This design comes from an exercise in tuning for small area, a short achievable clock period and few clock cycles on the open sky130 flow, not from production work.
The RTL was checked by simulation tests, not by an equivalence proof against the original design.
Power and IR drop assume default switching activity.

==> 02-14 <==
Design dct_top, start of the top module:
module dct_top(data_in, clk, rst, dct_en, approx_en, data_out, dct_done);
export LEC_CHECK = 0
export ABC_AREA = 1
export ABC_CLOCK_PERIOD_IN_PS = 4500
export CAP_MARGIN = 20
export CORE_MARGIN = 2
export CORE_UTILIZATION = 60
export CTS_CLUSTER_DIAMETER = 60
export CTS_CLUSTER_SIZE = 30
export SLEW_MARGIN = 20
create_clock -name core_clock -period 15.0 [get_ports {clk}]
standard.sh (not shown) runs the stock make flow with config.mk's settings and CLKGATE_MAP_FILE= SYNTH_SCRIPT=/design/flow/synth_recipe.tcl, a recipe that flattens the netlist after the stock synthesis.
==> flow/flow/run.sh <==
#!/bin/bash
# The standard layout (the standard.sh) with two changes:
#  - the port buffers are buf_2 cells instead of the delay buffers that
#    buffer_ports picks itself;
#  - after the standard synthesis, flow/fixinv.py removes inverters between
#    full adders by choosing each full adder's polarity (a full adder is
#    self-dual); registers and all other cells stay as synthesized.
set -euo pipefail
export BUFFER_PORTS_ARGS="-buffer_cell sky130_fd_sc_hd__buf_2"
NET=$PWD/orfs/results/sky130hd/dct_top/base/1_2_yosys.v
bash standard.sh "$NET" > synth.log 2>&1
python3 flow/fixinv.py "$NET" "$NET.fixed" > fixinv.log 2>&1
cp "$NET" "$NET.orig"
mv "$NET.fixed" "$NET"
bash standard.sh > standard.log 2>&1
Other scripts of this flow, unchanged in this note and not shown: flow/flow/fixinv.py
==> 03-20 (differences from 02-14) <==
CTS_CLUSTER_DIAMETER = 70   (was 60)
==> 07-06 (differences from 02-14) <==
CTS_CLUSTER_DIAMETER = 80   (was 60)
==> impl_metrics.tcl <==
set metrics [dict create \
    met2WireLength_um 82160 \
    seq_area_frac 0.5389 \
    min_to "g_ring[2].lo[26]" \
    power_frac_seq 0.437 \
    seq_area_um2 39520 \
    skew_ns 0.04949 \
    status "finished clean" \
    grt_max_degree 88 \
]
-- figures above: 02-14

==> impl_metrics.tcl <==
set metrics [dict create \
    status "finished clean" \
    met2WireLength_um 82150 \
    seq_area_um2 39520 \
    power_frac_seq 0.459 \
    seq_area_frac 0.5526 \
    skew_ns 0.03382 \
    min_to "g_ring[5].lo[19]" \
]
-- figures above: 07-06

==> impl_metrics.tcl <==
set metrics [dict create \
    skew_ns 0.03377 \
    min_to "g_ring[6].lo[24]" \
    grt_max_degree 89 \
    seq_area_um2 39520 \
    status "finished clean" \
    met2WireLength_um 80990 \
    seq_area_frac 0.5457 \
]
-- figures above: 03-20

Testbench counts of 02-14, summed over its fixed seeds: cycles 6,724.
Testbench counts of 03-20, summed over its fixed seeds: cycles 6,724.
Testbench counts of 07-06, summed over its fixed seeds: cycles 6,724.

==> ember: inputs <==
Another version of the RTL of dct_top (not shown whole).
## dct_top
module dct_top(data_in, clk, rst, dct_en, approx_en, data_out, dct_done);
export LEC_CHECK = 0
export ABC_AREA = 1
export ABC_CLOCK_PERIOD_IN_PS = 4500
export CAP_MARGIN = 20
export CORE_MARGIN = 2
export CORE_UTILIZATION = 60
export CTS_CLUSTER_DIAMETER = 80
export CTS_CLUSTER_SIZE = 30
export SLEW_MARGIN = 20
create_clock -name core_clock -period 15.0 [get_ports {clk}]
==> flow/flow/fixinv.py <==
#!/usr/bin/env python3
"""Polarity optimisation of a sky130 gate netlist written by Yosys.

A full adder is self-dual: fa(~a, ~b, ~c) = (~sum, ~cout). The adder
extraction of the synthesis leaves inverters between many full adders; this
script chooses, for each full adder, whether it computes its function on
complemented inputs and outputs, so that as few nets as possible need an
inverter, then rebuilds the inverters. Registers and all other cells are left
as they are.

Usage: fixinv.py IN.v OUT.v
"""
import re
import sys
import random
from collections import defaultdict

OUTPINS = {'X', 'Y', 'Q', 'Q_N', 'SUM', 'COUT', 'HI', 'LO'}
INV_RE = re.compile(r'^sky130_fd_sc_hd__(inv|clkinv)_\d+$')
FA_RE = re.compile(r'^sky130_fd_sc_hd__fa_\d+$')


def parse(text):
    m = re.search(r'^module\s+(\w+)\s*\((.*?)\);', text, re.S | re.M)
    start = m.start()
    body_start = m.end()
    end = text.rindex('endmodule')
    body = text[body_start:end]
    cell_re = re.compile(r'^\s*(sky130_fd_sc_hd__\w+)\s+(\S+)\s*\((.*?)\);\s*$', re.S | re.M)
    cells = []
    for cm in cell_re.finditer(body):
        typ, name, pins = cm.group(1), cm.group(2), cm.group(3)
        conns = []
        for pm in re.finditer(r'\.(\w+)\(\s*((?:\\\S+\s)|[^()]*?)\s*\)', pins):
            conns.append([pm.group(1), pm.group(2).strip()])
        cells.append([typ, name, conns])
    decl = cell_re.sub('', body)
    ports = set()
    for line in decl.split('\n'):
        mm = re.match(r'\s*(input|output)\s+(\[(\d+):(\d+)\]\s+)?(\S+);', line)
        if mm:
            nm = mm.group(5)
            if mm.group(2):
                hi, lo = int(mm.group(3)), int(mm.group(4))
                for b in range(min(hi, lo), max(hi, lo) + 1):
                    ports.add(('%s' % mm.group(1), '%s[%d]' % (nm, b)))
            else:
                ports.add((mm.group(1), nm))
    return text[:body_start], decl, cells, text[end:], ports


def main():
    text = open(sys.argv[1]).read()
    head, decl, cells, tail, ports = parse(text)
    inports = {n for d, n in ports if d == 'input'}
    outports = {n for d, n in ports if d == 'output'}

    driver = {}            # net -> (cell index, pin)
    sinks = defaultdict(list)  # net -> [(cell index, pin index)]
    for ci, (typ, name, conns) in enumerate(cells):
        for pi, (pin, net) in enumerate(conns):
            if pin in OUTPINS:
                driver[net] = (ci, pin)
            else:
                sinks[net].append((ci, pi))
    isinv = [bool(INV_RE.match(c[0])) for c in cells]
    isfa = [bool(FA_RE.match(c[0])) for c in cells]
    # inverters and adders that drive ports stay as they are
    for ci, (typ, name, conns) in enumerate(cells):
        for pin, net in conns:
            if pin in OUTPINS and net in outports:
                isinv[ci] = False
                isfa[ci] = False

    def inv_io(ci):
        d = dict(cells[ci][2])
        return d['A'], d['Y']

    roots = [n for n in set(list(driver) + list(inports)) if not (n in driver and isinv[driver[n][0]])]
    groups = {}
    removable = set()
    for r in roots:
        sl = []
        stack = [(r, 0)]
        seen = set()
        while stack:
            n, q = stack.pop()
            if n in seen:
                continue
            seen.add(n)
            for ci, pi in sinks.get(n, []):
                if isinv[ci]:
                    removable.add(ci)
                    a, y = inv_io(ci)
                    stack.append((y, q ^ 1))
                else:
                    sl.append((ci, pi, q))
        groups[r] = sl

    flip = [0] * len(cells)

    def drv_flip(r):
        if r in driver and isfa[driver[r][0]]:
            return flip[driver[r][0]]
        return 0

    def need_of(r):
        fd = drv_flip(r)
        return [(ci, pi) for ci, pi, q in groups[r] if q ^ fd ^ (flip[ci] if isfa[ci] else 0)]

    def cost_root(r):
        fd = drv_flip(r)
        for ci, pi, q in groups[r]:
            if q ^ fd ^ (flip[ci] if isfa[ci] else 0):
                return 1
        return 0

    touch = defaultdict(set)
    for r, sl in groups.items():
        if r in driver and isfa[driver[r][0]]:
            touch[driver[r][0]].add(r)
        for ci, pi, q in sl:
            if isfa[ci]:
                touch[ci].add(r)
    total = sum(cost_root(r) for r in groups)
    before = total
    fas = [ci for ci in range(len(cells)) if isfa[ci]]
    improved = True
    rounds = 0
    while improved and rounds < 50:
        improved = False
        rounds += 1
        random.shuffle(fas)
        for ci in fas:
            rs = touch[ci]
            c0 = sum(cost_root(r) for r in rs)
            flip[ci] ^= 1
            c1 = sum(cost_root(r) for r in rs)
            if c1 < c0:
                total += c1 - c0
                improved = True
            else:
                flip[ci] ^= 1
    # annealing
    import math
    T = 2.0
    for it in range(200000):
        ci = random.choice(fas)
        rs = touch[ci]
        c0 = sum(cost_root(r) for r in rs)
        flip[ci] ^= 1
        c1 = sum(cost_root(r) for r in rs)
        d = c1 - c0
        if d <= 0 or random.random() < math.exp(-d / T):
            total += d
        else:
            flip[ci] ^= 1
        T = max(0.05, 2.0 * (1 - it / 180000))
    sys.stderr.write('inverters: %d (removable %d) -> %d nets inverted, %d adders flipped\n'
                     % (sum(1 for c in cells if INV_RE.match(c[0])), len(removable), total, sum(flip)))
    if len(sys.argv) < 3:
        return
    keepcells = [ci for ci in range(len(cells)) if not (ci in removable)]

    extra = []
    ninv = 0
    needs = {r: set(need_of(r)) for r in groups}
    # the outputs of flipped adders carry the complement: give them new names
    rename = {}
    for ci in range(len(cells)):
        if isfa[ci] and flip[ci]:
            for pc in cells[ci][2]:
                if pc[0] in OUTPINS:
                    old = pc[1]
                    new = 'fixinv_c%d' % len(rename)
                    rename[old] = new
                    pc[1] = new
    extra_c = list(rename.values())
    for r0 in groups:
        need = needs[r0]
        r = rename.get(r0, r0)
        for ci, pi, q in groups[r0]:
            if (ci, pi) not in need:
                cells[ci][2][pi][1] = r
        if need:
            nn = 'fixinv_n%d' % ninv
            k = len(need)
            size = 1 if k <= 4 else (2 if k <= 8 else 4)
            cells.append(['sky130_fd_sc_hd__inv_%d' % size, 'fixinv_i%d' % ninv, [['A', r], ['Y', nn]]])
            keepcells.append(len(cells) - 1)
            extra.append(nn)
            ninv += 1
            for ci, pi in need:
                cells[ci][2][pi][1] = nn
    out = [head.rstrip('\n'), decl.rstrip()]
    for w in extra + extra_c:
        out.append('  wire %s;' % w)
    for ci in keepcells:
        typ, name, conns = cells[ci]
        pins = ',\n'.join('    .%s(%s%s)' % (p, n, ' ' if n.startswith('\\') else '') for p, n in conns)
        out.append('  %s %s (\n%s\n  );' % (typ, name, pins))
    out.append(tail)
    open(sys.argv[2], 'w').write('\n'.join(out))
    sys.stderr.write('inverters now %d\n' % sum(1 for ci in keepcells if INV_RE.match(cells[ci][0])))


if __name__ == '__main__':
    random.seed(1)
    main()
Scripts as last shown in full above: flow/flow/run.sh
==> inputs of tundra, as changes to ember <==
--- a/flow/flow/fixinv.py
+++ b/flow/flow/fixinv.py
@@ -79,7 +79,9 @@
     roots = [n for n in set(list(driver) + list(inports)) if not (n in driver and isinv[driver[n][0]])]
     groups = {}
     removable = set()
+    invsize = {}
     for r in roots:
+        invsize[r] = 1
         sl = []
         stack = [(r, 0)]
         seen = set()
@@ -91,6 +93,7 @@
             for ci, pi in sinks.get(n, []):
                 if isinv[ci]:
                     removable.add(ci)
+                    invsize[r] = max(invsize[r], int(cells[ci][0].rsplit('_', 1)[1]))
                     a, y = inv_io(ci)
                     stack.append((y, q ^ 1))
                 else:
@@ -185,7 +188,10 @@
         if need:
             nn = 'fixinv_n%d' % ninv
             k = len(need)
-            size = 1 if k <= 4 else (2 if k <= 8 else 4)
+            size = 1 if k <= 3 else (2 if k <= 6 else (4 if k <= 12 else 8))
+            size = max(size, min(invsize[r0], 8))
+            if size not in (1, 2, 4, 6, 8):
+                size = 8
             cells.append(['sky130_fd_sc_hd__inv_%d' % size, 'fixinv_i%d' % ninv, [['A', r], ['Y', nn]]])
             keepcells.append(len(cells) - 1)
             extra.append(nn)
ABC_AREA = unset   (was 1)
CORE_UTILIZATION = 75   (was 60)
==> results.txt <==
Width of the die: ember 327 um; tundra 294 um
Origin of the critical flop-to-flop path: ember p2.p2_h[8]; tundra p1.p1_r20
Peak fanout along the critical path: ember 17; tundra 3
Cells after Synth: ember 4862; tundra 4574
1st-pass router iterations: ember 6; tundra 10
Critical path endpoint: ember g_ring[4].ca[11]; tundra data_out[168]
Number of CTS-inserted buffers: ember 66; tundra 60
Total routed wire length on the met1 layer: ember 72200 um; tundra 64900 um
Transition time of the tightest slew-check pin: ember 1.17 ns; tundra 1.12 ns
Setup clock skew after layout: ember 0.0307 ns; tundra 0.0324 ns
Top layer in use: ember met4; tundra met5
Switching share of total power: ember 40.8%; tundra 42.0%
Drt initial violations: ember 3985; tundra 6119
Mean Syn Cell Area: ember 12.8 sq um; tundra 13.8 sq um
Antenna diode instance count: ember 0; tundra 2
M2 GR Usage: ember 54.4%; tundra 70.3%
Type of destination of the critical path: ember flop; tundra output pin
Placement Cell Area: ember 67100 sq um; tundra 66900 sq um
Power density over cell area: ember 268 nW/um^2; tundra 284 nW/um^2
Final-layout clock-cell area share: ember 3.09%; tundra 2.73%
Status: ember finished clean; tundra finished clean
Nets in the synthesized netlist: ember 5630; tundra 5342
Total standard cell area after synthesis: ember 62400 sq um; tundra 63000 sq um
Placed wire-length estimate after detailed placement: ember 139000 um; tundra 136000 um
Ratio of cells with drive above 1 in the final layout: ember 18.1%; tundra 19.4%
Post-route fraction of the period consumed by the critical path: ember 30.8%; tundra 29.7%
Testbench counts of ember, summed over its fixed seeds: cycles 6,724.
Testbench counts of tundra, summed over its fixed seeds: cycles 6,724.

==> inputs of trial 79 <==
dct_top again, from the RTL that the note above started with.
Settings: LEC_CHECK=0, ABC_CLOCK_PERIOD_IN_PS=4500, CAP_MARGIN=20, CORE_MARGIN=2, CORE_UTILIZATION=70, CTS_CLUSTER_DIAMETER=80, CTS_CLUSTER_SIZE=30, SLEW_MARGIN=20; clock period 15.0 ns.
Scripts as last shown in full above: flow/flow/run.sh
Other scripts of this flow, unchanged in this note and not shown: flow/flow/fixinv.py
==> trial 45: changes against trial 79 <==
Settings changed: CORE_UTILIZATION 70 to 60.
==> trial 75: changes against trial 79 <==
==> flow/flow/run.sh (replaced) <==
#!/bin/bash
# The standard layout (the standard.sh) with three changes:
#  - the port buffers are buf_2 cells instead of the delay buffers that
#    buffer_ports picks itself;
#  - after the standard synthesis, flow/fixinv.py removes inverters between
#    full adders by choosing each full adder's polarity (a full adder is
#    self-dual); registers and all other cells stay as synthesized;
#  - after global placement, flow/outbuf.tcl puts each output buffer next to
#    the register that drives it (detailed placement then legalizes).
set -euo pipefail
export BUFFER_PORTS_ARGS="-buffer_cell sky130_fd_sc_hd__buf_2"
R=$PWD/orfs/results/sky130hd/dct_top/base
NET=$R/1_2_yosys.v
bash standard.sh "$NET" > synth.log 2>&1
python3 flow/fixinv.py "$NET" "$NET.fixed" > fixinv.log 2>&1
cp "$NET" "$NET.orig"
mv "$NET.fixed" "$NET"
bash standard.sh "$R/3_3_place_gp.odb" > place.log 2>&1
ODB="$R/3_3_place_gp.odb" openroad -no_init -exit flow/outbuf.tcl > outbuf.log 2>&1
bash standard.sh > standard.log 2>&1
==> flow/flow/outbuf.tcl (new file) <==
# Moves each output port's buffer onto the cell that drives it (after global
# placement; detailed placement legalizes), so that the register drives a
# short wire and the buffer drives the wire to the pin.
read_db $::env(ODB)
set block [ord::get_db_block]
set moved 0
foreach term [$block getBTerms] {
  if {[$term getIoType] ne "OUTPUT"} { continue }
  set net [$term getNet]
  if {$net eq "NULL"} { continue }
  set buf ""
  foreach it [$net getITerms] {
    if {[$it isOutputSignal]} { set buf [$it getInst] }
  }
  if {$buf eq ""} { continue }
  if {![string match "*buf*" [[$buf getMaster] getName]]} { continue }
  set inet ""
  foreach it [$buf getITerms] {
    if {[$it isInputSignal]} { set inet [$it getNet] }
  }
  if {$inet eq "" || $inet eq "NULL"} { continue }
  set drv ""
  foreach it [$inet getITerms] {
    if {[$it isOutputSignal]} { set drv [$it getInst] }
  }
  if {$drv eq ""} { continue }
  lassign [$drv getLocation] x y
  $buf setLocation $x $y
  incr moved
}
puts "moved $moved output buffers"
write_db $::env(ODB)
Settings changed: CORE_UTILIZATION 70 to 60.
==> results.txt <==
sw power=~0.0076 W; Sw Share=0.405; worst-skew pair later-pin latency=720 ps; M1 wire length=66100 um; final worst slack=10560 ps; Leak=31.0 nW; status=finished clean; fmax=~230 MHz
The numbers above come from trial 79.

==> results.txt <==
Leak=~31 nW; Sw Share=0.403; GP Congestion=between 0.9 and 1; final worst slack=roughly 11000 ps; sw power=~0.0076 W; status=finished clean; M1 wire length=~70000 um; worst-skew pair later-pin latency=720 ps
The numbers above come from trial 75.

==> results.txt <==
Sw Share=0.398; Leak=31.1 nW; final worst slack=10500 ps; fmax=222 MHz; worst-skew pair later-pin latency=740 ps; sw power=between 0.007 and 0.008 W; status=finished clean
The numbers above come from trial 45.

Testbench counts of trial 79, summed over its fixed seeds: cycles 6,724.
Testbench counts of trial 45, summed over its fixed seeds: cycles 6,724.
Testbench counts of trial 75, summed over its fixed seeds: cycles 6,724.

-- afterwards: timing with drivers on the ports --
In the flow no input, the clock included, has a driving cell. The finished layouts below were timed again as built, in two steps.
Step 1 (the two cells are an assumption about what drives the block):
set clk [get_ports {clk}]
set_driving_cell -lib_cell sky130_fd_sc_hd__clkbuf_16 $clk
set_driving_cell -lib_cell sky130_fd_sc_hd__buf_2 [delete_from_list [all_inputs] $clk]
Step 2 adds t to the input delays and takes it off the output delays; t is the mean of the earliest and latest rising clock arrival at the registers after step 1. Input paths then give back, and output paths get back, about the clock's delay inside the block.
Slacks: ideal ports / drivers / drivers and shift; pairs: ideal ports / drivers.
run | shift t [ns] | slack for setup (ns) | clock arrival spread, ns
02-14 | 0.791 | 10.470 / 10.392 / 10.905 | 0.054 / 0.054
03-20 | 0.772 | 10.601 / 10.522 / 10.628 | 0.041 / 0.041
07-06 | 0.754 | 10.580 / 10.503 / 10.860 | 0.037 / 0.038
ember | 0.753 | 10.383 / 10.383 / 10.383 | 0.040 / 0.040
tundra | 0.743 | 10.538 / 10.475 / 10.779 | 0.044 / 0.044
trial 79 | 0.758 | 10.557 / 10.498 / 10.767 | 0.041 / 0.042
trial 45 | 0.803 | 10.495 / 10.415 / 10.792 | 0.051 / 0.051
trial 75 | 0.792 | 10.517 / 10.441 / 10.854 | 0.026 / 0.026
After both steps setup and hold are still met in every run listed.
